Background: an optimization exercise with open tools, aiming at small area, a short achievable clock period and few clock cycles per item. Do not read the settings as production practice. Function not checked in this run: the RTL went through the layout flow alone.

**flow/design.v**
```verilog
module fir_top (
    input  wire       clk,
    input  wire       resetN,
    input  wire       sampleClk,
    input  wire [7:0] sample,
    output reg  [7:0] sum,
    output reg        dav
);
   reg [7:0] h1, h2, h3, h4, h5, h6, h7, h8;
   reg [19:0] t1, t2;
   reg [8:0] q23;
   reg [3:0] ic;
   wire busy = ~ic[3] | ~ic[2];
   wire en = sampleClk | busy;
   wire [7:0] xin = busy ? 8'd0 : sample;
   wire g1 = h1[0] & h2[0];
   wire p2 = h1[0] ^ h2[0];
   wire g3 = h1[1] & h2[1];
   wire p4 = h1[1] ^ h2[1];
   wire g5 = h1[2] & h2[2];
   wire p6 = h1[2] ^ h2[2];
   wire g7 = h1[3] & h2[3];
   wire p8 = h1[3] ^ h2[3];
   wire g9 = h1[4] & h2[4];
   wire p10 = h1[4] ^ h2[4];
   wire g11 = h1[5] & h2[5];
   wire p12 = h1[5] ^ h2[5];
   wire g13 = h1[6] & h2[6];
   wire p14 = h1[6] ^ h2[6];
   wire g15 = h1[7] & h2[7];
   wire p16 = h1[7] ^ h2[7];
   wire g17 = h1[7] & h2[7];
   wire p18 = h1[7] ^ h2[7];
   wire G19 = g3 | (p4 & g1);
   wire G21 = g5 | (p6 & g3);
   wire P22 = p6 & p4;
   wire G23 = g7 | (p8 & g5);
   wire P24 = p8 & p6;
   wire G25 = g9 | (p10 & g7);
   wire P26 = p10 & p8;
   wire G27 = g11 | (p12 & g9);
   wire P28 = p12 & p10;
   wire G29 = g13 | (p14 & g11);
   wire P30 = p14 & p12;
   wire G31 = g15 | (p16 & g13);
   wire P32 = p16 & p14;
   wire G33 = g17 | (p18 & g15);
   wire P34 = p18 & p16;
   wire G35 = G21 | (P22 & g1);
   wire G37 = G23 | (P24 & G19);
   wire G39 = G25 | (P26 & G21);
   wire P40 = P26 & P22;
   wire G41 = G27 | (P28 & G23);
   wire P42 = P28 & P24;
   wire G43 = G29 | (P30 & G25);
   wire P44 = P30 & P26;
   wire G45 = G31 | (P32 & G27);
   wire P46 = P32 & P28;
   wire G47 = G33 | (P34 & G29);
   wire P48 = P34 & P30;
   wire G49 = G39 | (P40 & g1);
   wire G51 = G41 | (P42 & G19);
   wire G53 = G43 | (P44 & G35);
   wire G55 = G45 | (P46 & G37);
   wire G57 = G47 | (P48 & G39);
   wire P58 = P48 & P40;
   wire G59 = G57 | (P58 & g1);
   wire [8:0] q12n;
   assign q12n[0] = p2;
   assign q12n[1] = p4 ^ g1;
   assign q12n[2] = p6 ^ G19;
   assign q12n[3] = p8 ^ G35;
   assign q12n[4] = p10 ^ G37;
   assign q12n[5] = p12 ^ G49;
   assign q12n[6] = p14 ^ G51;
   assign q12n[7] = p16 ^ G53;
   assign q12n[8] = p18 ^ G55;
   wire g61 = h1[0] & h4[0];
   wire p62 = h1[0] ^ h4[0];
   wire g63 = h1[1] & h4[1];
   wire p64 = h1[1] ^ h4[1];
   wire g65 = h1[2] & h4[2];
   wire p66 = h1[2] ^ h4[2];
   wire g67 = h1[3] & h4[3];
   wire p68 = h1[3] ^ h4[3];
   wire g69 = h1[4] & h4[4];
   wire p70 = h1[4] ^ h4[4];
   wire g71 = h1[5] & h4[5];
   wire p72 = h1[5] ^ h4[5];
   wire g73 = h1[6] & h4[6];
   wire p74 = h1[6] ^ h4[6];
   wire g75 = h1[7] & h4[7];
   wire p76 = h1[7] ^ h4[7];
   wire g77 = h1[7] & h4[7];
   wire p78 = h1[7] ^ h4[7];
   wire G79 = g63 | (p64 & g61);
   wire G81 = g65 | (p66 & g63);
   wire P82 = p66 & p64;
   wire G83 = g67 | (p68 & g65);
   wire P84 = p68 & p66;
   wire G85 = g69 | (p70 & g67);
   wire P86 = p70 & p68;
   wire G87 = g71 | (p72 & g69);
   wire P88 = p72 & p70;
   wire G89 = g73 | (p74 & g71);
   wire P90 = p74 & p72;
   wire G91 = g75 | (p76 & g73);
   wire P92 = p76 & p74;
   wire G93 = g77 | (p78 & g75);
   wire P94 = p78 & p76;
   wire G95 = G81 | (P82 & g61);
   wire G97 = G83 | (P84 & G79);
   wire G99 = G85 | (P86 & G81);
   wire P100 = P86 & P82;
   wire G101 = G87 | (P88 & G83);
   wire P102 = P88 & P84;
   wire G103 = G89 | (P90 & G85);
   wire P104 = P90 & P86;
   wire G105 = G91 | (P92 & G87);
   wire P106 = P92 & P88;
   wire G107 = G93 | (P94 & G89);
   wire P108 = P94 & P90;
   wire G109 = G99 | (P100 & g61);
   wire G111 = G101 | (P102 & G79);
   wire G113 = G103 | (P104 & G95);
   wire G115 = G105 | (P106 & G97);
   wire G117 = G107 | (P108 & G99);
   wire P118 = P108 & P100;
   wire G119 = G117 | (P118 & g61);
   wire [8:0] pb;
   assign pb[0] = p62;
   assign pb[1] = p64 ^ g61;
   assign pb[2] = p66 ^ G79;
   assign pb[3] = p68 ^ G95;
   assign pb[4] = p70 ^ G97;
   assign pb[5] = p72 ^ G109;
   assign pb[6] = p74 ^ G111;
   assign pb[7] = p76 ^ G113;
   assign pb[8] = p78 ^ G115;
   wire s121 = 1'b1 ^ q23[1] ^ ~pb[2];
   wire c122 = (1'b1 & q23[1]) | (1'b1 & ~pb[2]) | (q23[1] & ~pb[2]);
   wire s123 = 1'b1 ^ q23[2] ^ ~q23[0];
   wire c124 = (1'b1 & q23[2]) | (1'b1 & ~q23[0]) | (q23[2] & ~q23[0]);
   wire s125 = ~s123 ^ pb[3] ^ pb[1];
   wire c126 = (~s123 & pb[3]) | (~s123 & pb[1]) | (pb[3] & pb[1]);
   wire s127 = 1'b1 ^ q23[3] ^ ~q23[1];
   wire c128 = (1'b1 & q23[3]) | (1'b1 & ~q23[1]) | (q23[3] & ~q23[1]);
   wire s129 = c124 ^ s127 ^ ~pb[4];
   wire c130 = (c124 & s127) | (c124 & ~pb[4]) | (s127 & ~pb[4]);
   wire s131 = pb[2] ^ pb[0] ^ c126;
   wire c132 = (pb[2] & pb[0]) | (pb[2] & c126) | (pb[0] & c126);
   wire s133 = q23[4] ^ ~q23[2] ^ c128;
   wire c134 = (q23[4] & ~q23[2]) | (q23[4] & c128) | (~q23[2] & c128);
   wire s135 = ~s133 ^ pb[5] ^ pb[3];
   wire c136 = (~s133 & pb[5]) | (~s133 & pb[3]) | (pb[5] & pb[3]);
   wire s137 = pb[1] ^ ~c130 ^ s135;
   wire c138 = (pb[1] & ~c130) | (pb[1] & s135) | (~c130 & s135);
   wire s139 = q23[5] ^ ~q23[3] ^ c134;
   wire c140 = (q23[5] & ~q23[3]) | (q23[5] & c134) | (~q23[3] & c134);
   wire s141 = pb[6] ^ pb[4] ^ pb[2];
   wire c142 = (pb[6] & pb[4]) | (pb[6] & pb[2]) | (pb[4] & pb[2]);
   wire s143 = ~s139 ^ c136 ^ s141;
   wire c144 = (~s139 & c136) | (~s139 & s141) | (c136 & s141);
   wire s145 = 1'b1 ^ q23[6] ^ ~q23[4];
   wire c146 = (1'b1 & q23[6]) | (1'b1 & ~q23[4]) | (q23[6] & ~q23[4]);
   wire s147 = q23[0] ^ ~s145 ^ pb[7];
   wire c148 = (q23[0] & ~s145) | (q23[0] & pb[7]) | (~s145 & pb[7]);
   wire s149 = pb[5] ^ pb[3] ^ ~c140;
   wire c150 = (pb[5] & pb[3]) | (pb[5] & ~c140) | (pb[3] & ~c140);
   wire s151 = c142 ^ s147 ^ s149;
   wire c152 = (c142 & s147) | (c142 & s149) | (s147 & s149);
   wire s153 = 1'b1 ^ q23[7] ^ ~q23[5];
   wire c154 = (1'b1 & q23[7]) | (1'b1 & ~q23[5]) | (q23[7] & ~q23[5]);
   wire s155 = ~q23[1] ^ c146 ^ s153;
   wire c156 = (~q23[1] & c146) | (~q23[1] & s153) | (c146 & s153);
   wire s157 = s155 ^ pb[8] ^ ~pb[6];
   wire c158 = (s155 & pb[8]) | (s155 & ~pb[6]) | (pb[8] & ~pb[6]);
   wire s159 = pb[4] ^ ~pb[0] ^ c148;
   wire c160 = (pb[4] & ~pb[0]) | (pb[4] & c148) | (~pb[0] & c148);
   wire s161 = c150 ^ ~s157 ^ s159;
   wire c162 = (c150 & ~s157) | (c150 & s159) | (~s157 & s159);
   wire s163 = q23[8] ^ q23[6] ^ q23[2];
   wire c164 = (q23[8] & q23[6]) | (q23[8] & q23[2]) | (q23[6] & q23[2]);
   wire s165 = c154 ^ ~s163 ^ c156;
   wire c166 = (c154 & ~s163) | (c154 & c156) | (~s163 & c156);
   wire s167 = pb[7] ^ pb[5] ^ ~pb[1];
   wire c168 = (pb[7] & pb[5]) | (pb[7] & ~pb[1]) | (pb[5] & ~pb[1]);
   wire s169 = s165 ^ c158 ^ ~s167;
   wire c170 = (s165 & c158) | (s165 & ~s167) | (c158 & ~s167);
   wire s171 = ~c160 ^ s169;
   wire c172 = ~c160 & s169;
   wire s173 = q23[7] ^ q23[3] ^ ~q23[0];
   wire c174 = (q23[7] & q23[3]) | (q23[7] & ~q23[0]) | (q23[3] & ~q23[0]);
   wire s175 = c164 ^ s173 ^ ~pb[8];
   wire c176 = (c164 & s173) | (c164 & ~pb[8]) | (s173 & ~pb[8]);
   wire s177 = ~pb[6] ^ pb[2] ^ c166;
   wire c178 = (~pb[6] & pb[2]) | (~pb[6] & c166) | (pb[2] & c166);
   wire s179 = c168 ^ s175 ^ ~s177;
   wire c180 = (c168 & s175) | (c168 & ~s177) | (s175 & ~s177);
   wire s181 = c170 ^ ~s179;
   wire c182 = c170 & ~s179;
   wire s183 = q23[8] ^ ~q23[4] ^ q23[1];
   wire c184 = (q23[8] & ~q23[4]) | (q23[8] & q23[1]) | (~q23[4] & q23[1]);
   wire s185 = c174 ^ ~s183 ^ pb[7];
   wire c186 = (c174 & ~s183) | (c174 & pb[7]) | (~s183 & pb[7]);
   wire s187 = ~pb[3] ^ c176 ^ s185;
   wire c188 = (~pb[3] & c176) | (~pb[3] & s185) | (c176 & s185);
   wire s189 = ~c178 ^ s187 ^ c180;
   wire c190 = (~c178 & s187) | (~c178 & c180) | (s187 & c180);
   wire s191 = ~q23[5] ^ q23[2] ^ c184;
   wire c192 = (~q23[5] & q23[2]) | (~q23[5] & c184) | (q23[2] & c184);
   wire s193 = s191 ^ pb[8] ^ pb[4];
   wire c194 = (s191 & pb[8]) | (s191 & pb[4]) | (pb[8] & pb[4]);
   wire s195 = c186 ^ ~s193 ^ c188;
   wire c196 = (c186 & ~s193) | (c186 & c188) | (~s193 & c188);
   wire s197 = 1'b1 ^ ~q23[6] ^ q23[3];
   wire c198 = (1'b1 & ~q23[6]) | (1'b1 & q23[3]) | (~q23[6] & q23[3]);
   wire s199 = s197 ^ c192 ^ pb[5];
   wire c200 = (s197 & c192) | (s197 & pb[5]) | (c192 & pb[5]);
   wire s201 = c194 ^ s199;
   wire c202 = c194 & s199;
   wire s203 = 1'b1 ^ ~q23[7] ^ q23[4];
   wire c204 = (1'b1 & ~q23[7]) | (1'b1 & q23[4]) | (~q23[7] & q23[4]);
   wire s205 = c198 ^ s203 ^ pb[6];
   wire c206 = (c198 & s203) | (c198 & pb[6]) | (s203 & pb[6]);
   wire s207 = c200 ^ s205;
   wire c208 = c200 & s205;
   wire s209 = q23[8] ^ q23[5] ^ c204;
   wire c210 = (q23[8] & q23[5]) | (q23[8] & c204) | (q23[5] & c204);
   wire s211 = s209 ^ pb[7] ^ c206;
   wire c212 = (s209 & pb[7]) | (s209 & c206) | (pb[7] & c206);
   wire s213 = q23[6] ^ c210 ^ ~pb[8];
   wire c214 = (q23[6] & c210) | (q23[6] & ~pb[8]) | (c210 & ~pb[8]);
   wire s215 = 1'b1 ^ q23[7] ^ c214;
   wire c216 = (1'b1 & q23[7]) | (1'b1 & c214) | (q23[7] & c214);
   wire g217 = ~pb[0] & 1'b1;
   wire p218 = ~pb[0] ^ 1'b1;
   wire g219 = q23[0] & ~pb[1];
   wire p220 = q23[0] ^ ~pb[1];
   wire g221 = ~pb[0] & s121;
   wire p222 = ~pb[0] ^ s121;
   wire g223 = c122 & ~s125;
   wire p224 = c122 ^ ~s125;
   wire g225 = s129 & ~s131;
   wire p226 = s129 ^ ~s131;
   wire g227 = ~c132 & ~s137;
   wire p228 = ~c132 ^ ~s137;
   wire g229 = ~c138 & ~s143;
   wire p230 = ~c138 ^ ~s143;
   wire g231 = ~c144 & ~s151;
   wire p232 = ~c144 ^ ~s151;
   wire g233 = ~c152 & ~s161;
   wire p234 = ~c152 ^ ~s161;
   wire g235 = ~c162 & s171;
   wire p236 = ~c162 ^ s171;
   wire g237 = c172 & s181;
   wire p238 = c172 ^ s181;
   wire g239 = c182 & ~s189;
   wire p240 = c182 ^ ~s189;
   wire g241 = ~c190 & ~s195;
   wire p242 = ~c190 ^ ~s195;
   wire g243 = ~c196 & s201;
   wire p244 = ~c196 ^ s201;
   wire g245 = c202 & s207;
   wire p246 = c202 ^ s207;
   wire g247 = c208 & s211;
   wire p248 = c208 ^ s211;
   wire g249 = c212 & s213;
   wire p250 = c212 ^ s213;
   wire g251 = ~q23[8] & c216;
   wire p252 = ~q23[8] ^ c216;
   wire G253 = g219 | (p220 & g217);
   wire G255 = g221 | (p222 & g219);
   wire P256 = p222 & p220;
   wire G257 = g223 | (p224 & g221);
   wire P258 = p224 & p222;
   wire G259 = g225 | (p226 & g223);
   wire P260 = p226 & p224;
   wire G261 = g227 | (p228 & g225);
   wire P262 = p228 & p226;
   wire G263 = g229 | (p230 & g227);
   wire P264 = p230 & p228;
   wire G265 = g231 | (p232 & g229);
   wire P266 = p232 & p230;
   wire G267 = g233 | (p234 & g231);
   wire P268 = p234 & p232;
   wire G269 = g235 | (p236 & g233);
   wire P270 = p236 & p234;
   wire G271 = g237 | (p238 & g235);
   wire P272 = p238 & p236;
   wire G273 = g239 | (p240 & g237);
   wire P274 = p240 & p238;
   wire G275 = g241 | (p242 & g239);
   wire P276 = p242 & p240;
   wire G277 = g243 | (p244 & g241);
   wire P278 = p244 & p242;
   wire G279 = g245 | (p246 & g243);
   wire P280 = p246 & p244;
   wire G281 = g247 | (p248 & g245);
   wire P282 = p248 & p246;
   wire G283 = g249 | (p250 & g247);
   wire P284 = p250 & p248;
   wire G285 = 1'b0 | (s215 & g249);
   wire P286 = s215 & p250;
   wire G287 = g251 | (p252 & 1'b0);
   wire P288 = p252 & s215;
   wire G289 = 1'b0 | (1'b1 & g251);
   wire P290 = 1'b1 & p252;
   wire G291 = G255 | (P256 & g217);
   wire G293 = G257 | (P258 & G253);
   wire G295 = G259 | (P260 & G255);
   wire P296 = P260 & P256;
   wire G297 = G261 | (P262 & G257);
   wire P298 = P262 & P258;
   wire G299 = G263 | (P264 & G259);
   wire P300 = P264 & P260;
   wire G301 = G265 | (P266 & G261);
   wire P302 = P266 & P262;
   wire G303 = G267 | (P268 & G263);
   wire P304 = P268 & P264;
   wire G305 = G269 | (P270 & G265);
   wire P306 = P270 & P266;
   wire G307 = G271 | (P272 & G267);
   wire P308 = P272 & P268;
   wire G309 = G273 | (P274 & G269);
   wire P310 = P274 & P270;
   wire G311 = G275 | (P276 & G271);
   wire P312 = P276 & P272;
   wire G313 = G277 | (P278 & G273);
   wire P314 = P278 & P274;
   wire G315 = G279 | (P280 & G275);
   wire P316 = P280 & P276;
   wire G317 = G281 | (P282 & G277);
   wire P318 = P282 & P278;
   wire G319 = G283 | (P284 & G279);
   wire P320 = P284 & P280;
   wire G321 = G285 | (P286 & G281);
   wire P322 = P286 & P282;
   wire G323 = G287 | (P288 & G283);
   wire P324 = P288 & P284;
   wire G325 = G289 | (P290 & G285);
   wire P326 = P290 & P286;
   wire G327 = G295 | (P296 & g217);
   wire G329 = G297 | (P298 & G253);
   wire G331 = G299 | (P300 & G291);
   wire G333 = G301 | (P302 & G293);
   wire G335 = G303 | (P304 & G295);
   wire P336 = P304 & P296;
   wire G337 = G305 | (P306 & G297);
   wire P338 = P306 & P298;
   wire G339 = G307 | (P308 & G299);
   wire P340 = P308 & P300;
   wire G341 = G309 | (P310 & G301);
   wire P342 = P310 & P302;
   wire G343 = G311 | (P312 & G303);
   wire P344 = P312 & P304;
   wire G345 = G313 | (P314 & G305);
   wire P346 = P314 & P306;
   wire G347 = G315 | (P316 & G307);
   wire P348 = P316 & P308;
   wire G349 = G317 | (P318 & G309);
   wire P350 = P318 & P310;
   wire G351 = G319 | (P320 & G311);
   wire P352 = P320 & P312;
   wire G353 = G321 | (P322 & G313);
   wire P354 = P322 & P314;
   wire G355 = G323 | (P324 & G315);
   wire P356 = P324 & P316;
   wire G357 = G325 | (P326 & G317);
   wire P358 = P326 & P318;
   wire G359 = G335 | (P336 & g217);
   wire G361 = G337 | (P338 & G253);
   wire G363 = G339 | (P340 & G291);
   wire G365 = G341 | (P342 & G293);
   wire G367 = G343 | (P344 & G327);
   wire G369 = G345 | (P346 & G329);
   wire G371 = G347 | (P348 & G331);
   wire G373 = G349 | (P350 & G333);
   wire G375 = G351 | (P352 & G335);
   wire P376 = P352 & P336;
   wire G377 = G353 | (P354 & G337);
   wire P378 = P354 & P338;
   wire G379 = G355 | (P356 & G339);
   wire P380 = P356 & P340;
   wire G381 = G357 | (P358 & G341);
   wire P382 = P358 & P342;
   wire G383 = G375 | (P376 & g217);
   wire G385 = G377 | (P378 & G253);
   wire G387 = G379 | (P380 & G291);
   wire G389 = G381 | (P382 & G293);
   wire [19:0] t2Next;
   assign t2Next[0] = p218;
   assign t2Next[1] = p220 ^ g217;
   assign t2Next[2] = p222 ^ G253;
   assign t2Next[3] = p224 ^ G291;
   assign t2Next[4] = p226 ^ G293;
   assign t2Next[5] = p228 ^ G327;
   assign t2Next[6] = p230 ^ G329;
   assign t2Next[7] = p232 ^ G331;
   assign t2Next[8] = p234 ^ G333;
   assign t2Next[9] = p236 ^ G359;
   assign t2Next[10] = p238 ^ G361;
   assign t2Next[11] = p240 ^ G363;
   assign t2Next[12] = p242 ^ G365;
   assign t2Next[13] = p244 ^ G367;
   assign t2Next[14] = p246 ^ G369;
   assign t2Next[15] = p248 ^ G371;
   assign t2Next[16] = p250 ^ G373;
   assign t2Next[17] = s215 ^ G383;
   assign t2Next[18] = p252 ^ G385;
   assign t2Next[19] = 1'b1 ^ G387;
   wire g391 = h1[0] & h6[0];
   wire p392 = h1[0] ^ h6[0];
   wire g393 = h1[1] & h6[1];
   wire p394 = h1[1] ^ h6[1];
   wire g395 = h1[2] & h6[2];
   wire p396 = h1[2] ^ h6[2];
   wire g397 = h1[3] & h6[3];
   wire p398 = h1[3] ^ h6[3];
   wire g399 = h1[4] & h6[4];
   wire p400 = h1[4] ^ h6[4];
   wire g401 = h1[5] & h6[5];
   wire p402 = h1[5] ^ h6[5];
   wire g403 = h1[6] & h6[6];
   wire p404 = h1[6] ^ h6[6];
   wire g405 = h1[7] & h6[7];
   wire p406 = h1[7] ^ h6[7];
   wire g407 = h1[7] & h6[7];
   wire p408 = h1[7] ^ h6[7];
   wire G409 = g393 | (p394 & g391);
   wire G411 = g395 | (p396 & g393);
   wire P412 = p396 & p394;
   wire G413 = g397 | (p398 & g395);
   wire P414 = p398 & p396;
   wire G415 = g399 | (p400 & g397);
   wire P416 = p400 & p398;
   wire G417 = g401 | (p402 & g399);
   wire P418 = p402 & p400;
   wire G419 = g403 | (p404 & g401);
   wire P420 = p404 & p402;
   wire G421 = g405 | (p406 & g403);
   wire P422 = p406 & p404;
   wire G423 = g407 | (p408 & g405);
   wire P424 = p408 & p406;
   wire G425 = G411 | (P412 & g391);
   wire G427 = G413 | (P414 & G409);
   wire G429 = G415 | (P416 & G411);
   wire P430 = P416 & P412;
   wire G431 = G417 | (P418 & G413);
   wire P432 = P418 & P414;
   wire G433 = G419 | (P420 & G415);
   wire P434 = P420 & P416;
   wire G435 = G421 | (P422 & G417);
   wire P436 = P422 & P418;
   wire G437 = G423 | (P424 & G419);
   wire P438 = P424 & P420;
   wire G439 = G429 | (P430 & g391);
   wire G441 = G431 | (P432 & G409);
   wire G443 = G433 | (P434 & G425);
   wire G445 = G435 | (P436 & G427);
   wire G447 = G437 | (P438 & G429);
   wire P448 = P438 & P430;
   wire G449 = G447 | (P448 & g391);
   wire [8:0] pa;
   assign pa[0] = p392;
   assign pa[1] = p394 ^ g391;
   assign pa[2] = p396 ^ G409;
   assign pa[3] = p398 ^ G425;
   assign pa[4] = p400 ^ G427;
   assign pa[5] = p402 ^ G439;
   assign pa[6] = p404 ^ G441;
   assign pa[7] = p406 ^ G443;
   assign pa[8] = p408 ^ G445;
   wire s451 = 1'b1 ^ t2[0] ^ ~h7[0];
   wire c452 = (1'b1 & t2[0]) | (1'b1 & ~h7[0]) | (t2[0] & ~h7[0]);
   wire s453 = t2[1] ^ ~h7[1];
   wire c454 = t2[1] & ~h7[1];
   wire s455 = 1'b1 ^ t2[2] ^ ~h7[2];
   wire c456 = (1'b1 & t2[2]) | (1'b1 & ~h7[2]) | (t2[2] & ~h7[2]);
   wire s457 = c454 ^ s455;
   wire c458 = c454 & s455;
   wire s459 = t2[3] ^ h7[0] ^ h8[0];
   wire c460 = (t2[3] & h7[0]) | (t2[3] & h8[0]) | (h7[0] & h8[0]);
   wire s461 = ~h7[3] ^ c456 ^ s459;
   wire c462 = (~h7[3] & c456) | (~h7[3] & s459) | (c456 & s459);
   wire s463 = c458 ^ s461;
   wire c464 = c458 & s461;
   wire s465 = 1'b1 ^ t2[4] ^ ~h7[4];
   wire c466 = (1'b1 & t2[4]) | (1'b1 & ~h7[4]) | (t2[4] & ~h7[4]);
   wire s467 = h7[1] ^ h8[1] ^ c460;
   wire c468 = (h7[1] & h8[1]) | (h7[1] & c460) | (h8[1] & c460);
   wire s469 = s465 ^ c462 ^ s467;
   wire c470 = (s465 & c462) | (s465 & s467) | (c462 & s467);
   wire s471 = pa[2] ^ pa[0] ^ ~c464;
   wire c472 = (pa[2] & pa[0]) | (pa[2] & ~c464) | (pa[0] & ~c464);
   wire s473 = 1'b1 ^ t2[5] ^ ~h7[5];
   wire c474 = (1'b1 & t2[5]) | (1'b1 & ~h7[5]) | (t2[5] & ~h7[5]);
   wire s475 = h7[2] ^ ~h7[0] ^ h8[2];
   wire c476 = (h7[2] & ~h7[0]) | (h7[2] & h8[2]) | (~h7[0] & h8[2]);
   wire s477 = c466 ^ s473 ^ s475;
   wire c478 = (c466 & s473) | (c466 & s475) | (s473 & s475);
   wire s479 = c468 ^ s477 ^ ~pa[3];
   wire c480 = (c468 & s477) | (c468 & ~pa[3]) | (s477 & ~pa[3]);
   wire s481 = pa[1] ^ ~c470 ^ c472;
   wire c482 = (pa[1] & ~c470) | (pa[1] & c472) | (~c470 & c472);
   wire s483 = 1'b1 ^ t2[6] ^ ~h7[6];
   wire c484 = (1'b1 & t2[6]) | (1'b1 & ~h7[6]) | (t2[6] & ~h7[6]);
   wire s485 = h7[3] ^ ~h7[1] ^ h8[3];
   wire c486 = (h7[3] & ~h7[1]) | (h7[3] & h8[3]) | (~h7[1] & h8[3]);
   wire s487 = c474 ^ c476 ^ s483;
   wire c488 = (c474 & c476) | (c474 & s483) | (c476 & s483);
   wire s489 = s485 ^ c478 ^ s487;
   wire c490 = (s485 & c478) | (s485 & s487) | (c478 & s487);
   wire s491 = pa[4] ^ pa[2] ^ pa[0];
   wire c492 = (pa[4] & pa[2]) | (pa[4] & pa[0]) | (pa[2] & pa[0]);
   wire s493 = s489 ^ c480 ^ ~s491;
   wire c494 = (s489 & c480) | (s489 & ~s491) | (c480 & ~s491);
   wire s495 = 1'b1 ^ t2[7] ^ h7[7];
   wire c496 = (1'b1 & t2[7]) | (1'b1 & h7[7]) | (t2[7] & h7[7]);
   wire s497 = h7[4] ^ ~h7[2] ^ h8[4];
   wire c498 = (h7[4] & ~h7[2]) | (h7[4] & h8[4]) | (~h7[2] & h8[4]);
   wire s499 = c484 ^ c486 ^ s495;
   wire c500 = (c484 & c486) | (c484 & s495) | (c486 & s495);
   wire s501 = s497 ^ c488 ^ s499;
   wire c502 = (s497 & c488) | (s497 & s499) | (c488 & s499);
   wire s503 = pa[5] ^ pa[3] ^ pa[1];
   wire c504 = (pa[5] & pa[3]) | (pa[5] & pa[1]) | (pa[3] & pa[1]);
   wire s505 = c490 ^ s501 ^ ~c492;
   wire c506 = (c490 & s501) | (c490 & ~c492) | (s501 & ~c492);
   wire s507 = ~s503 ^ c494 ^ s505;
   wire c508 = (~s503 & c494) | (~s503 & s505) | (c494 & s505);
   wire s509 = 1'b1 ^ t2[8] ^ h7[5];
   wire c510 = (1'b1 & t2[8]) | (1'b1 & h7[5]) | (t2[8] & h7[5]);
   wire s511 = ~h7[3] ^ h8[5] ^ c496;
   wire c512 = (~h7[3] & h8[5]) | (~h7[3] & c496) | (h8[5] & c496);
   wire s513 = c498 ^ s509 ^ c500;
   wire c514 = (c498 & s509) | (c498 & c500) | (s509 & c500);
   wire s515 = ~s511 ^ pa[6] ^ pa[4];
   wire c516 = (~s511 & pa[6]) | (~s511 & pa[4]) | (pa[6] & pa[4]);
   wire s517 = ~pa[2] ^ c502 ^ s513;
   wire c518 = (~pa[2] & c502) | (~pa[2] & s513) | (c502 & s513);
   wire s519 = c504 ^ s515 ^ ~s517;
   wire c520 = (c504 & s515) | (c504 & ~s517) | (s515 & ~s517);
   wire s521 = c506 ^ ~s519;
   wire c522 = c506 & ~s519;
   wire s523 = 1'b1 ^ t2[9] ^ h7[6];
   wire c524 = (1'b1 & t2[9]) | (1'b1 & h7[6]) | (t2[9] & h7[6]);
   wire s525 = ~h7[4] ^ h8[6] ^ c510;
   wire c526 = (~h7[4] & h8[6]) | (~h7[4] & c510) | (h8[6] & c510);
   wire s527 = s523 ^ c512 ^ s525;
   wire c528 = (s523 & c512) | (s523 & s525) | (c512 & s525);
   wire s529 = pa[7] ^ pa[5] ^ pa[3];
   wire c530 = (pa[7] & pa[5]) | (pa[7] & pa[3]) | (pa[5] & pa[3]);
   wire s531 = c514 ^ s527 ^ ~c516;
   wire c532 = (c514 & s527) | (c514 & ~c516) | (s527 & ~c516);
   wire s533 = ~s529 ^ c518 ^ s531;
   wire c534 = (~s529 & c518) | (~s529 & s531) | (c518 & s531);
   wire s535 = ~c520 ^ s533 ^ c522;
   wire c536 = (~c520 & s533) | (~c520 & c522) | (s533 & c522);
   wire s537 = ~t2[10] ^ h7[7] ^ h7[5];
   wire c538 = (~t2[10] & h7[7]) | (~t2[10] & h7[5]) | (h7[7] & h7[5]);
   wire s539 = h8[7] ^ ~c524 ^ s537;
   wire c540 = (h8[7] & ~c524) | (h8[7] & s537) | (~c524 & s537);
   wire s541 = c526 ^ ~s539 ^ pa[8];
   wire c542 = (c526 & ~s539) | (c526 & pa[8]) | (~s539 & pa[8]);
   wire s543 = pa[6] ^ pa[4] ^ ~c528;
   wire c544 = (pa[6] & pa[4]) | (pa[6] & ~c528) | (pa[4] & ~c528);
   wire s545 = c530 ^ ~s541 ^ s543;
   wire c546 = (c530 & ~s541) | (c530 & s543) | (~s541 & s543);
   wire s547 = c532 ^ ~s545 ^ c534;
   wire c548 = (c532 & ~s545) | (c532 & c534) | (~s545 & c534);
   wire s549 = ~t2[11] ^ h7[6] ^ c538;
   wire c550 = (~t2[11] & h7[6]) | (~t2[11] & c538) | (h7[6] & c538);
   wire s551 = c540 ^ s549 ^ pa[7];
   wire c552 = (c540 & s549) | (c540 & pa[7]) | (s549 & pa[7]);
   wire s553 = pa[5] ^ ~c542 ^ s551;
   wire c554 = (pa[5] & ~c542) | (pa[5] & s551) | (~c542 & s551);
   wire s555 = c544 ^ s553 ^ c546;
   wire c556 = (c544 & s553) | (c544 & c546) | (s553 & c546);
   wire s557 = 1'b1 ^ t2[12] ^ h7[7];
   wire c558 = (1'b1 & t2[12]) | (1'b1 & h7[7]) | (t2[12] & h7[7]);
   wire s559 = s557 ^ ~c550 ^ pa[8];
   wire c560 = (s557 & ~c550) | (s557 & pa[8]) | (~c550 & pa[8]);
   wire s561 = pa[6] ^ c552 ^ ~s559;
   wire c562 = (pa[6] & c552) | (pa[6] & ~s559) | (c552 & ~s559);
   wire s563 = ~c554 ^ ~s561;
   wire c564 = ~c554 & ~s561;
   wire s565 = t2[13] ^ c558 ^ ~pa[7];
   wire c566 = (t2[13] & c558) | (t2[13] & ~pa[7]) | (c558 & ~pa[7]);
   wire s567 = c560 ^ s565 ^ ~c562;
   wire c568 = (c560 & s565) | (c560 & ~c562) | (s565 & ~c562);
   wire s569 = t2[14] ^ pa[8] ^ c566;
   wire c570 = (t2[14] & pa[8]) | (t2[14] & c566) | (pa[8] & c566);
   wire s571 = 1'b1 ^ t2[15] ^ c570;
   wire c572 = (1'b1 & t2[15]) | (1'b1 & c570) | (t2[15] & c570);
   wire s573 = 1'b1 ^ t2[16] ^ c572;
   wire c574 = (1'b1 & t2[16]) | (1'b1 & c572) | (t2[16] & c572);
   wire s575 = 1'b1 ^ t2[17] ^ c574;
   wire c576 = (1'b1 & t2[17]) | (1'b1 & c574) | (t2[17] & c574);
   wire s577 = 1'b1 ^ t2[18] ^ c576;
   wire c578 = (1'b1 & t2[18]) | (1'b1 & c576) | (t2[18] & c576);
   wire g579 = c452 & s453;
   wire p580 = c452 ^ s453;
   wire g581 = ~pa[0] & s457;
   wire p582 = ~pa[0] ^ s457;
   wire g583 = ~pa[1] & s463;
   wire p584 = ~pa[1] ^ s463;
   wire g585 = s469 & ~s471;
   wire p586 = s469 ^ ~s471;
   wire g587 = s479 & ~s481;
   wire p588 = s479 ^ ~s481;
   wire g589 = ~c482 & s493;
   wire p590 = ~c482 ^ s493;
   wire g591 = c508 & s521;
   wire p592 = c508 ^ s521;
   wire g593 = c536 & s547;
   wire p594 = c536 ^ s547;
   wire g595 = c548 & ~s555;
   wire p596 = c548 ^ ~s555;
   wire g597 = ~c556 & s563;
   wire p598 = ~c556 ^ s563;
   wire g599 = c564 & s567;
   wire p600 = c564 ^ s567;
   wire g601 = c568 & s569;
   wire p602 = c568 ^ s569;
   wire g603 = ~t2[19] & c578;
   wire p604 = ~t2[19] ^ c578;
   wire G605 = g579 | (p580 & 1'b0);
   wire G607 = g581 | (p582 & g579);
   wire P608 = p582 & p580;
   wire G609 = g583 | (p584 & g581);
   wire P610 = p584 & p582;
   wire G611 = g585 | (p586 & g583);
   wire P612 = p586 & p584;
   wire G613 = g587 | (p588 & g585);
   wire P614 = p588 & p586;
   wire G615 = g589 | (p590 & g587);
   wire P616 = p590 & p588;
   wire G617 = 1'b0 | (s507 & g589);
   wire P618 = s507 & p590;
   wire G619 = g591 | (p592 & 1'b0);
   wire P620 = p592 & s507;
   wire G621 = 1'b0 | (s535 & g591);
   wire P622 = s535 & p592;
   wire G623 = g593 | (p594 & 1'b0);
   wire P624 = p594 & s535;
   wire G625 = g595 | (p596 & g593);
   wire P626 = p596 & p594;
   wire G627 = g597 | (p598 & g595);
   wire P628 = p598 & p596;
   wire G629 = g599 | (p600 & g597);
   wire P630 = p600 & p598;
   wire G631 = g601 | (p602 & g599);
   wire P632 = p602 & p600;
   wire G633 = 1'b0 | (s571 & g601);
   wire P634 = s571 & p602;
   wire G635 = 1'b0 | (s573 & 1'b0);
   wire P636 = s573 & s571;
   wire G637 = 1'b0 | (s575 & 1'b0);
   wire P638 = s575 & s573;
   wire G639 = 1'b0 | (s577 & 1'b0);
   wire P640 = s577 & s575;
   wire G641 = g603 | (p604 & 1'b0);
   wire P642 = p604 & s577;
   wire G643 = G607 | (P608 & 1'b0);
   wire G645 = G609 | (P610 & G605);
   wire G647 = G611 | (P612 & G607);
   wire P648 = P612 & P608;
   wire G649 = G613 | (P614 & G609);
   wire P650 = P614 & P610;
   wire G651 = G615 | (P616 & G611);
   wire P652 = P616 & P612;
   wire G653 = G617 | (P618 & G613);
   wire P654 = P618 & P614;
   wire G655 = G619 | (P620 & G615);
   wire P656 = P620 & P616;
   wire G657 = G621 | (P622 & G617);
   wire P658 = P622 & P618;
   wire G659 = G623 | (P624 & G619);
   wire P660 = P624 & P620;
   wire G661 = G625 | (P626 & G621);
   wire P662 = P626 & P622;
   wire G663 = G627 | (P628 & G623);
   wire P664 = P628 & P624;
   wire G665 = G629 | (P630 & G625);
   wire P666 = P630 & P626;
   wire G667 = G631 | (P632 & G627);
   wire P668 = P632 & P628;
   wire G669 = G633 | (P634 & G629);
   wire P670 = P634 & P630;
   wire G671 = G635 | (P636 & G631);
   wire P672 = P636 & P632;
   wire G673 = G637 | (P638 & G633);
   wire P674 = P638 & P634;
   wire G675 = G639 | (P640 & G635);
   wire P676 = P640 & P636;
   wire G677 = G641 | (P642 & G637);
   wire P678 = P642 & P638;
   wire G679 = G647 | (P648 & 1'b0);
   wire G681 = G649 | (P650 & G605);
   wire G683 = G651 | (P652 & G643);
   wire G685 = G653 | (P654 & G645);
   wire G687 = G655 | (P656 & G647);
   wire P688 = P656 & P648;
   wire G689 = G657 | (P658 & G649);
   wire P690 = P658 & P650;
   wire G691 = G659 | (P660 & G651);
   wire P692 = P660 & P652;
   wire G693 = G661 | (P662 & G653);
   wire P694 = P662 & P654;
   wire G695 = G663 | (P664 & G655);
   wire P696 = P664 & P656;
   wire G697 = G665 | (P666 & G657);
   wire P698 = P666 & P658;
   wire G699 = G667 | (P668 & G659);
   wire P700 = P668 & P660;
   wire G701 = G669 | (P670 & G661);
   wire P702 = P670 & P662;
   wire G703 = G671 | (P672 & G663);
   wire P704 = P672 & P664;
   wire G705 = G673 | (P674 & G665);
   wire P706 = P674 & P666;
   wire G707 = G675 | (P676 & G667);
   wire P708 = P676 & P668;
   wire G709 = G677 | (P678 & G669);
   wire P710 = P678 & P670;
   wire G711 = G687 | (P688 & 1'b0);
   wire G713 = G689 | (P690 & G605);
   wire G715 = G691 | (P692 & G643);
   wire G717 = G693 | (P694 & G645);
   wire G719 = G695 | (P696 & G679);
   wire G721 = G697 | (P698 & G681);
   wire G723 = G699 | (P700 & G683);
   wire G725 = G701 | (P702 & G685);
   wire G727 = G703 | (P704 & G687);
   wire P728 = P704 & P688;
   wire G729 = G705 | (P706 & G689);
   wire P730 = P706 & P690;
   wire G731 = G707 | (P708 & G691);
   wire P732 = P708 & P692;
   wire G733 = G709 | (P710 & G693);
   wire P734 = P710 & P694;
   wire G735 = G727 | (P728 & 1'b0);
   wire G737 = G729 | (P730 & G605);
   wire G739 = G731 | (P732 & G643);
   wire G741 = G733 | (P734 & G645);
   wire [19:0] t1Next;
   assign t1Next[0] = s451;
   assign t1Next[1] = p580 ^ 1'b0;
   assign t1Next[2] = p582 ^ G605;
   assign t1Next[3] = p584 ^ G643;
   assign t1Next[4] = p586 ^ G645;
   assign t1Next[5] = p588 ^ G679;
   assign t1Next[6] = p590 ^ G681;
   assign t1Next[7] = s507 ^ G683;
   assign t1Next[8] = p592 ^ G685;
   assign t1Next[9] = s535 ^ G711;
   assign t1Next[10] = p594 ^ G713;
   assign t1Next[11] = p596 ^ G715;
   assign t1Next[12] = p598 ^ G717;
   assign t1Next[13] = p600 ^ G719;
   assign t1Next[14] = p602 ^ G721;
   assign t1Next[15] = s571 ^ G723;
   assign t1Next[16] = s573 ^ G725;
   assign t1Next[17] = s575 ^ G735;
   assign t1Next[18] = s577 ^ G737;
   assign t1Next[19] = p604 ^ G739;
   wire s743 = 1'b1 ^ t1[0] ^ ~h1[0];
   wire c744 = (1'b1 & t1[0]) | (1'b1 & ~h1[0]) | (t1[0] & ~h1[0]);
   wire s745 = t1[1] ^ ~h1[1];
   wire c746 = t1[1] & ~h1[1];
   wire s747 = t1[2] ^ ~h1[2];
   wire c748 = t1[2] & ~h1[2];
   wire s749 = t1[3] ^ ~h1[3] ^ h1[0];
   wire c750 = (t1[3] & ~h1[3]) | (t1[3] & h1[0]) | (~h1[3] & h1[0]);
   wire s751 = t1[4] ^ ~h1[4] ^ h1[1];
   wire c752 = (t1[4] & ~h1[4]) | (t1[4] & h1[1]) | (~h1[4] & h1[1]);
   wire s753 = 1'b1 ^ t1[5] ^ ~h1[5];
   wire c754 = (1'b1 & t1[5]) | (1'b1 & ~h1[5]) | (t1[5] & ~h1[5]);
   wire s755 = h1[2] ^ ~h1[0] ^ c752;
   wire c756 = (h1[2] & ~h1[0]) | (h1[2] & c752) | (~h1[0] & c752);
   wire s757 = t1[6] ^ ~h1[6] ^ h1[3];
   wire c758 = (t1[6] & ~h1[6]) | (t1[6] & h1[3]) | (~h1[6] & h1[3]);
   wire s759 = ~h1[1] ^ c754 ^ s757;
   wire c760 = (~h1[1] & c754) | (~h1[1] & s757) | (c754 & s757);
   wire s761 = 1'b1 ^ t1[7] ^ h1[7];
   wire c762 = (1'b1 & t1[7]) | (1'b1 & h1[7]) | (t1[7] & h1[7]);
   wire s763 = h1[4] ^ ~h1[2] ^ c758;
   wire c764 = (h1[4] & ~h1[2]) | (h1[4] & c758) | (~h1[2] & c758);
   wire s765 = s761 ^ c760 ^ s763;
   wire c766 = (s761 & c760) | (s761 & s763) | (c760 & s763);
   wire s767 = 1'b1 ^ t1[8] ^ h1[5];
   wire c768 = (1'b1 & t1[8]) | (1'b1 & h1[5]) | (t1[8] & h1[5]);
   wire s769 = ~h1[3] ^ c762 ^ s767;
   wire c770 = (~h1[3] & c762) | (~h1[3] & s767) | (c762 & s767);
   wire s771 = c764 ^ s769;
   wire c772 = c764 & s769;
   wire s773 = 1'b1 ^ t1[9] ^ h1[6];
   wire c774 = (1'b1 & t1[9]) | (1'b1 & h1[6]) | (t1[9] & h1[6]);
   wire s775 = ~h1[4] ^ c768 ^ s773;
   wire c776 = (~h1[4] & c768) | (~h1[4] & s773) | (c768 & s773);
   wire s777 = c770 ^ s775;
   wire c778 = c770 & s775;
   wire s779 = ~t1[10] ^ h1[7] ^ h1[5];
   wire c780 = (~t1[10] & h1[7]) | (~t1[10] & h1[5]) | (h1[7] & h1[5]);
   wire s781 = c774 ^ ~s779 ^ c776;
   wire c782 = (c774 & ~s779) | (c774 & c776) | (~s779 & c776);
   wire s783 = 1'b1 ^ t1[11] ^ ~h1[6];
   wire c784 = (1'b1 & t1[11]) | (1'b1 & ~h1[6]) | (t1[11] & ~h1[6]);
   wire s785 = ~c780 ^ s783;
   wire c786 = ~c780 & s783;
   wire s787 = t1[12] ^ h1[7] ^ c784;
   wire c788 = (t1[12] & h1[7]) | (t1[12] & c784) | (h1[7] & c784);
   wire s789 = 1'b1 ^ t1[13] ^ c788;
   wire c790 = (1'b1 & t1[13]) | (1'b1 & c788) | (t1[13] & c788);
   wire s791 = 1'b1 ^ t1[14] ^ c790;
   wire c792 = (1'b1 & t1[14]) | (1'b1 & c790) | (t1[14] & c790);
   wire s793 = 1'b1 ^ t1[15] ^ c792;
   wire c794 = (1'b1 & t1[15]) | (1'b1 & c792) | (t1[15] & c792);
   wire s795 = 1'b1 ^ t1[16] ^ c794;
   wire c796 = (1'b1 & t1[16]) | (1'b1 & c794) | (t1[16] & c794);
   wire s797 = 1'b1 ^ t1[17] ^ c796;
   wire c798 = (1'b1 & t1[17]) | (1'b1 & c796) | (t1[17] & c796);
   wire s799 = 1'b1 ^ t1[18] ^ c798;
   wire c800 = (1'b1 & t1[18]) | (1'b1 & c798) | (t1[18] & c798);
   wire g801 = c744 & s745;
   wire p802 = c744 ^ s745;
   wire g803 = c746 & s747;
   wire p804 = c746 ^ s747;
   wire g805 = c748 & s749;
   wire p806 = c748 ^ s749;
   wire g807 = c750 & s751;
   wire p808 = c750 ^ s751;
   wire g809 = s753 & s755;
   wire p810 = s753 ^ s755;
   wire g811 = c756 & s759;
   wire p812 = c756 ^ s759;
   wire g813 = c766 & s771;
   wire p814 = c766 ^ s771;
   wire g815 = c772 & s777;
   wire p816 = c772 ^ s777;
   wire g817 = c778 & s781;
   wire p818 = c778 ^ s781;
   wire g819 = c782 & s785;
   wire p820 = c782 ^ s785;
   wire g821 = c786 & s787;
   wire p822 = c786 ^ s787;
   wire g823 = ~t1[19] & c800;
   wire p824 = ~t1[19] ^ c800;
   wire G825 = g801 | (p802 & 1'b0);
   wire G827 = g803 | (p804 & g801);
   wire P828 = p804 & p802;
   wire G829 = g805 | (p806 & g803);
   wire P830 = p806 & p804;
   wire G831 = g807 | (p808 & g805);
   wire P832 = p808 & p806;
   wire G833 = g809 | (p810 & g807);
   wire P834 = p810 & p808;
   wire G835 = g811 | (p812 & g809);
   wire P836 = p812 & p810;
   wire G837 = 1'b0 | (s765 & g811);
   wire P838 = s765 & p812;
   wire G839 = g813 | (p814 & 1'b0);
   wire P840 = p814 & s765;
   wire G841 = g815 | (p816 & g813);
   wire P842 = p816 & p814;
   wire G843 = g817 | (p818 & g815);
   wire P844 = p818 & p816;
   wire G845 = g819 | (p820 & g817);
   wire P846 = p820 & p818;
   wire G847 = g821 | (p822 & g819);
   wire P848 = p822 & p820;
   wire G849 = 1'b0 | (s789 & g821);
   wire P850 = s789 & p822;
   wire G851 = 1'b0 | (s791 & 1'b0);
   wire P852 = s791 & s789;
   wire G853 = 1'b0 | (s793 & 1'b0);
   wire P854 = s793 & s791;
   wire G855 = 1'b0 | (s795 & 1'b0);
   wire P856 = s795 & s793;
   wire G857 = 1'b0 | (s797 & 1'b0);
   wire P858 = s797 & s795;
   wire G859 = 1'b0 | (s799 & 1'b0);
   wire P860 = s799 & s797;
   wire G861 = g823 | (p824 & 1'b0);
   wire P862 = p824 & s799;
   wire G863 = G827 | (P828 & 1'b0);
   wire G865 = G829 | (P830 & G825);
   wire G867 = G831 | (P832 & G827);
   wire P868 = P832 & P828;
   wire G869 = G833 | (P834 & G829);
   wire P870 = P834 & P830;
   wire G871 = G835 | (P836 & G831);
   wire P872 = P836 & P832;
   wire G873 = G837 | (P838 & G833);
   wire P874 = P838 & P834;
   wire G875 = G839 | (P840 & G835);
   wire P876 = P840 & P836;
   wire G877 = G841 | (P842 & G837);
   wire P878 = P842 & P838;
   wire G879 = G843 | (P844 & G839);
   wire P880 = P844 & P840;
   wire G881 = G845 | (P846 & G841);
   wire P882 = P846 & P842;
   wire G883 = G847 | (P848 & G843);
   wire P884 = P848 & P844;
   wire G885 = G849 | (P850 & G845);
   wire P886 = P850 & P846;
   wire G887 = G851 | (P852 & G847);
   wire P888 = P852 & P848;
   wire G889 = G853 | (P854 & G849);
   wire P890 = P854 & P850;
   wire G891 = G855 | (P856 & G851);
   wire P892 = P856 & P852;
   wire G893 = G857 | (P858 & G853);
   wire P894 = P858 & P854;
   wire G895 = G859 | (P860 & G855);
   wire P896 = P860 & P856;
   wire G897 = G861 | (P862 & G857);
   wire P898 = P862 & P858;
   wire G899 = G867 | (P868 & 1'b0);
   wire G901 = G869 | (P870 & G825);
   wire G903 = G871 | (P872 & G863);
   wire G905 = G873 | (P874 & G865);
   wire G907 = G875 | (P876 & G867);
   wire P908 = P876 & P868;
   wire G909 = G877 | (P878 & G869);
   wire P910 = P878 & P870;
   wire G911 = G879 | (P880 & G871);
   wire P912 = P880 & P872;
   wire G913 = G881 | (P882 & G873);
   wire P914 = P882 & P874;
   wire G915 = G883 | (P884 & G875);
   wire P916 = P884 & P876;
   wire G917 = G885 | (P886 & G877);
   wire P918 = P886 & P878;
   wire G919 = G887 | (P888 & G879);
   wire P920 = P888 & P880;
   wire G921 = G889 | (P890 & G881);
   wire P922 = P890 & P882;
   wire G923 = G891 | (P892 & G883);
   wire P924 = P892 & P884;
   wire G925 = G893 | (P894 & G885);
   wire P926 = P894 & P886;
   wire G927 = G895 | (P896 & G887);
   wire P928 = P896 & P888;
   wire G929 = G897 | (P898 & G889);
   wire P930 = P898 & P890;
   wire G931 = G907 | (P908 & 1'b0);
   wire G933 = G909 | (P910 & G825);
   wire G935 = G911 | (P912 & G863);
   wire G937 = G913 | (P914 & G865);
   wire G939 = G915 | (P916 & G899);
   wire G941 = G917 | (P918 & G901);
   wire G943 = G919 | (P920 & G903);
   wire G945 = G921 | (P922 & G905);
   wire G947 = G923 | (P924 & G907);
   wire P948 = P924 & P908;
   wire G949 = G925 | (P926 & G909);
   wire P950 = P926 & P910;
   wire G951 = G927 | (P928 & G911);
   wire P952 = P928 & P912;
   wire G953 = G929 | (P930 & G913);
   wire P954 = P930 & P914;
   wire G955 = G947 | (P948 & 1'b0);
   wire G957 = G949 | (P950 & G825);
   wire G959 = G951 | (P952 & G863);
   wire G961 = G953 | (P954 & G865);
   wire [19:0] r;
   assign r[0] = s743;
   assign r[1] = p802 ^ 1'b0;
   assign r[2] = p804 ^ G825;
   assign r[3] = p806 ^ G863;
   assign r[4] = p808 ^ G865;
   assign r[5] = p810 ^ G899;
   assign r[6] = p812 ^ G901;
   assign r[7] = s765 ^ G903;
   assign r[8] = p814 ^ G905;
   assign r[9] = p816 ^ G931;
   assign r[10] = p818 ^ G933;
   assign r[11] = p820 ^ G935;
   assign r[12] = p822 ^ G937;
   assign r[13] = s789 ^ G939;
   assign r[14] = s791 ^ G941;
   assign r[15] = s793 ^ G943;
   assign r[16] = s795 ^ G945;
   assign r[17] = s797 ^ G955;
   assign r[18] = s799 ^ G957;
   assign r[19] = p824 ^ G959;
   wire [8:0] lo = {1'b0, r[10:3]} + {1'b0, sample};
   wire a7 = lo[7];
   wire up = lo[8] & ~sample[7];
   wire dn = ~lo[8] & sample[7];
   wire [8:0] hi = r[19:11];
   wire [8:0] hiM = hi - 9'd1;
   wire [8:0] hiP = hi + 9'd1;
   wire [7:0] hiP2 = hi[7:0] + 8'd2;
   function [7:0] sat(input [8:0] v, input [7:0] r);
      sat = (!v[8] && v[7]) ? 8'h7f : (v[8] && !v[7]) ? 8'h80 : r;
   endfunction
   wire [7:0] oM0 = sat(hiM, hiM[7:0]);
   wire [7:0] oM1 = sat(hiM, hi[7:0]);
   wire [7:0] oZ0 = sat(hi, hi[7:0]);
   wire [7:0] oZ1 = sat(hi, hiP[7:0]);
   wire [7:0] oP0 = sat(hiP, hiP[7:0]);
   wire [7:0] oP1 = sat(hiP, hiP2);
   wire [7:0] oM = a7 ? oM1 : oM0;
   wire [7:0] oZ = a7 ? oZ1 : oZ0;
   wire [7:0] oP = a7 ? oP1 : oP0;
   wire [7:0] sumNext = up ? oP : dn ? oM : oZ;
   always @(posedge clk, negedge resetN)
     if (!resetN) begin
        ic <= 4'd0;
        dav <= 1'b0;
     end else begin
        if (busy) ic <= ic + 4'd1;
        dav <= sampleClk & ~busy;
     end
   always @(posedge clk) begin
      sum <= sumNext;
      if (en) begin
         t1 <= t1Next;
         t2 <= t2Next;
         q23 <= q12n;
         h1 <= xin; h2 <= h1; h3 <= h2; h4 <= h3;
         h5 <= h4; h6 <= h5; h7 <= h6; h8 <= h7;
      end
   end
endmodule
```
**flow/run.sh**
```bash
#!/bin/bash
# synth_recipe.tcl (not shown) runs the flow's synth.tcl, then flattens the netlist and writes it again
# the make line also repeats each setting of config.mk as NAME=value (left out here)
make -C /OpenROAD-flow-scripts/flow DESIGN_CONFIG=/design/flow/config.mk WORK_HOME=/design/flow/orfs CLKGATE_MAP_FILE= SYNTH_SCRIPT=/design/flow/synth_recipe.tcl finish
```
**flow/config.mk**
```make
export PLATFORM = sky130hd
export DESIGN_NAME = fir_top
export DESIGN_NICKNAME = fir_top
export VERILOG_FILES = /design/flow/design.v
export SDC_FILE = /design/flow/constraint.sdc
export NUM_CORES = 4
export LEC_CHECK = 0
export CAP_MARGIN = 20
export CORE_MARGIN = 2
export CORE_UTILIZATION = 40
export SLEW_MARGIN = 20
```
**flow/constraint.sdc**
```tcl
create_clock -name core_clock -period 10.0 [get_ports {clk}]
set_input_delay 2.0000 -clock core_clock [delete_from_list [all_inputs] [get_ports {clk}]]
set_output_delay 2.0000 -clock core_clock [all_outputs]
set_load 0.01 [all_outputs]
```
==> out/results.ini <==
[status]
status = no timing/DRC/antenna violations

[routing]
routed-via-count = 6997
wl_per_cell_um = 14.79
detail_route.iter0.violations = 356
firstDrtPassIters = 5
finalWirelength_mm = 21.04
drcViolationCount = 0
postRouteAntennaNets = 0
via_per_inst = 4.921

[finish]
area_delta_synth_final_pct = 10.34
antenna_cells = 0
layout-drive-gt1-share_pct = 6.013
finalNetCount = 1299
stdcell_count = 1422
fillCellCount = 2540

[grt]
grt-ovfl-total = 0
grt_pass1_wl_mm = 35.86
track_usage_pct = 15.89
antenna_found_initial = 1
grt_max_degree = 81
grt_pass1_vias = 7201

[yosys]
synth_warnings = 1
synth-seq-cells = 126
ys_seq_area_share_pct = 33.30
syn_area_sq_um = 11050
synth_edf_count = 113
syn-num-nets = 1272
syn_avg_cell_area_sq_um = 10.61
synth-async-reset-ratio_pct = 3.968
syn_inst = 1041
ys_types = 73
synth_top_flop_cell = edfxtp_1

[critical_path]
worst_r2r_endpoint = t2[18]
reg2reg_from = h1[0]
cp.arrival_ns = 6.15
r2r_cells = 22
end_kind = register
critPathKind = register to register
critPathLaunchType = register
rrSetupSlack_ns = 4.01
required_ns = 10.16
cp_max_fo = 6

[die]
die_w_um = 170.2
rows = 60
core_sq_um = 27030
die_h_um = 170.2
start_util_pct = 40.87
io_pins = 20
die_area_sq_um = 28960

[clock_network]
ctsResizeCount = 0
postCtsSetupBuffers = 0
clock_sinks = 126
root_buffer = clkbuf_16
clkTransAtPathRegs_ns = 0.07
cts_buffer_depth = 2
cts_tree = done
cts_hold_buf = 0
cts.htree.levels = 4
clkLatencyLatePin_ns = 0.43
cts_buffers = 17

[sta]
period_share_pct = 59.86
fin_setup_tns_ns = 0
setup_viol = 0
relSlewSlack_pct = 33.06
skew_ns = 0.02560
min_period_ns = 5.986
worst_slew_pin_slew_ns = 1.004
hold_viol_final = 0
fmax_ghz = 0.1671
report.final.slew_viol_count = 0
rsz0062_at_grt = no

[worst_hold_path]
min_from = h5[0]
hp-class = register to register
hold_depth = 0
hold_end = h6[0]

[place]
io_buffers = 19
dpl.cell_count = 1390
post-dp-hpwl_mm = 16.81
routabilityCongestion = 0.8490

[job]
max_cap_viol_count = 0

==> sequential cells by signal, indices dropped and copies added (netlist names), 8 cells and up <==
signal  flops
t1         20
t2         20
q23         9
h1          8
h2          8
h3          8
h4          8
h5          8
h6          8
h7          8
h8          8
sum         8
==> worst max-delay path, cell delays in order (launching register included) <==
cell      delay (ns)
edfxtp_1        0.57
ha_1            0.31
a21o_1          0.16
a21oi_1         0.27
o21bai_1        0.11
a21oi_1         0.25
o21bai_1        0.10
a21oi_1         0.22
xnor2_1         0.22
inv_1           0.20
fa_1            0.57
inv_1           0.05
fa_1            0.49
inv_1           0.05
ha_1            0.27
ha_1            0.33
and2_1          0.16
or2_2           0.28
o21ai_0         0.32
a211oi_1        0.18
o31a_1          0.32
o21ai_0         0.20
xnor2_1         0.09
==> synthesized netlist by cell type, types with 4 or more instances <==
cell / instances / area, sq um
dfxtp_1: 8 / 160.2
fa_1: 99 / 1982
o21ai_1: 4 / 20.02
a211oi_1: 4 / 30.03
or2_2: 4 / 25.02
o22ai_1: 5 / 31.28
o31a_1: 4 / 35.03
a21oi_1: 64 / 320.3
o21bai_1: 11 / 82.58
and3_1: 12 / 75.07
o21ai_0: 28 / 140.1
dfrtp_1: 5 / 125.1
nand2b_1: 6 / 37.54
a21o_1: 9 / 67.56
a31oi_1: 8 / 50.05
o21a_1: 7 / 52.55
nand2_1: 37 / 138.9
xnor2_1: 55 / 481.7
nor2b_1: 10 / 62.56
clkbuf_1: 9 / 33.78
nor4_1: 4 / 25.02
ha_1: 121 / 1514
edfxtp_1: 113 / 3393
inv_1: 231 / 867.1
xor2_1: 20 / 175.2
o31ai_1: 4 / 30.03
nor3_1: 19 / 95.09
or3_1: 7 / 43.79
nand3_1: 14 / 70.07
nor2_1: 49 / 183.9
==> cells in the final DEF (no fill, tap or decap), types with 6 or more instances in the layout <==
cell type        Yosys  layout
a21o_1               9       9
a21oi_1             64      64
a31oi_1              8       8
and3_1              12      12
clkbuf_16            0      17
clkdlybuf4s50_1      0      19
dfxtp_1              8       8
edfxtp_1           113     113
fa_1                99      99
ha_1               121     121
inv_1              231     231
inv_8                0       6
nand2_1             37      37
nand2b_1             6       6
nand3_1             14      14
nor2_1              49      49
nor2b_1             10      10
nor3_1              19      19
o21a_1               7       7
o21ai_0             28      28
o21bai_1            11      11
or3_1                7       7
xnor2_1             55      55
xor2_1              20      20
==> cell families (layout without fill, tap and decap cells) <==
group | Yosys count | in the layout | synth area share, %
muxes | 5 | 5 | 0.4871
xor gates and xnor gates | 78 | 78 | 6.593
DFF | 126 | 126 | 33.30
and+or+nand+nor | 188 | 188 | 9.232
AOI/OAI and AO/OA | 176 | 176 | 10.02
adders and majority gates | 223 | 223 | 31.92
buffers and inverters | 245 | 285 | 8.439
==> area by class of cell <==
class | instances | area (sq um) | share of cell area, %
Clock buffer | 17 | 425.4 | 3.490
Sequential cell | 126 | 3679 | 30.18
Clock inverter | 15 | 145.1 | 1.191
Timing Repair Buffer | 20 | 197.7 | 1.622
Tap cell | 341 | 426.7 | 3.501
Multi-Input combinational cell | 670 | 6437 | 52.82
Inverter | 233 | 877.1 | 7.196
==> worst max path at each step <==
stage | from | depth (start not counted) | to
finish | h1[0] | 22 | t2[18]
global route | h1[0] | 22 | t2[18]
CTS | h1[0] | 22 | t2[18]
detailed placement | h1[0] | 21 | t2[17]
global placement | h1[0] | 21 | t2[17]
floorplan | h1[1] | 22 | t2[18]
==> per-layer routing <==
metal  track usage (%)  share of wire, %  vias to the layer above  wire [um]
li1                  -                 -                     3538          -
met2             26.79                48                       88      10120
met4             3.716              0.90                        0        189
met3             3.070               3.2                       17        671
met5                 0                 0                        -          0
met1             21.19                48                     3354      10060
==> through the flow <==
step	setup slack, ns	area (sq um)	hold WS [ns]	utilization, %
floorplan	4.747	11050	0.4003	-
global placement	3.998	11620	0.4033	42.99
detailed placement	4.025	11620	0.4045	42.99
CTS	3.974	12190	0.4202	45.10
global route	3.471	12190	0.4272	45.10
finish	4.014	12190	0.4204	45.10

separate check: timing with driven ports:
No port has a modelled driver above. Below, the same layout with a new extraction and two added sets of constraints.
Step 1 sets driving cells, clkbuf_16 on the clock port and buf_2 on the other inputs (assumed; they add their load-dependent delay and slew).
Step 2 also shifts input and output timing later by t, the mid clock arrival at the registers, as if the neighbouring blocks saw the same clock.
a / b / c = no drivers / after step 1 / after step 2; a / b = the first two.
shift t [ns]: 0.461
setup slack, ns: 4.014 / 4.014 / 4.014
worst setup path after step 2: register to register
After both steps this run still meets setup and hold. For this run, drivers alone change the setup slack by 0.000 ns; drivers and shift together by 0.000 ns.
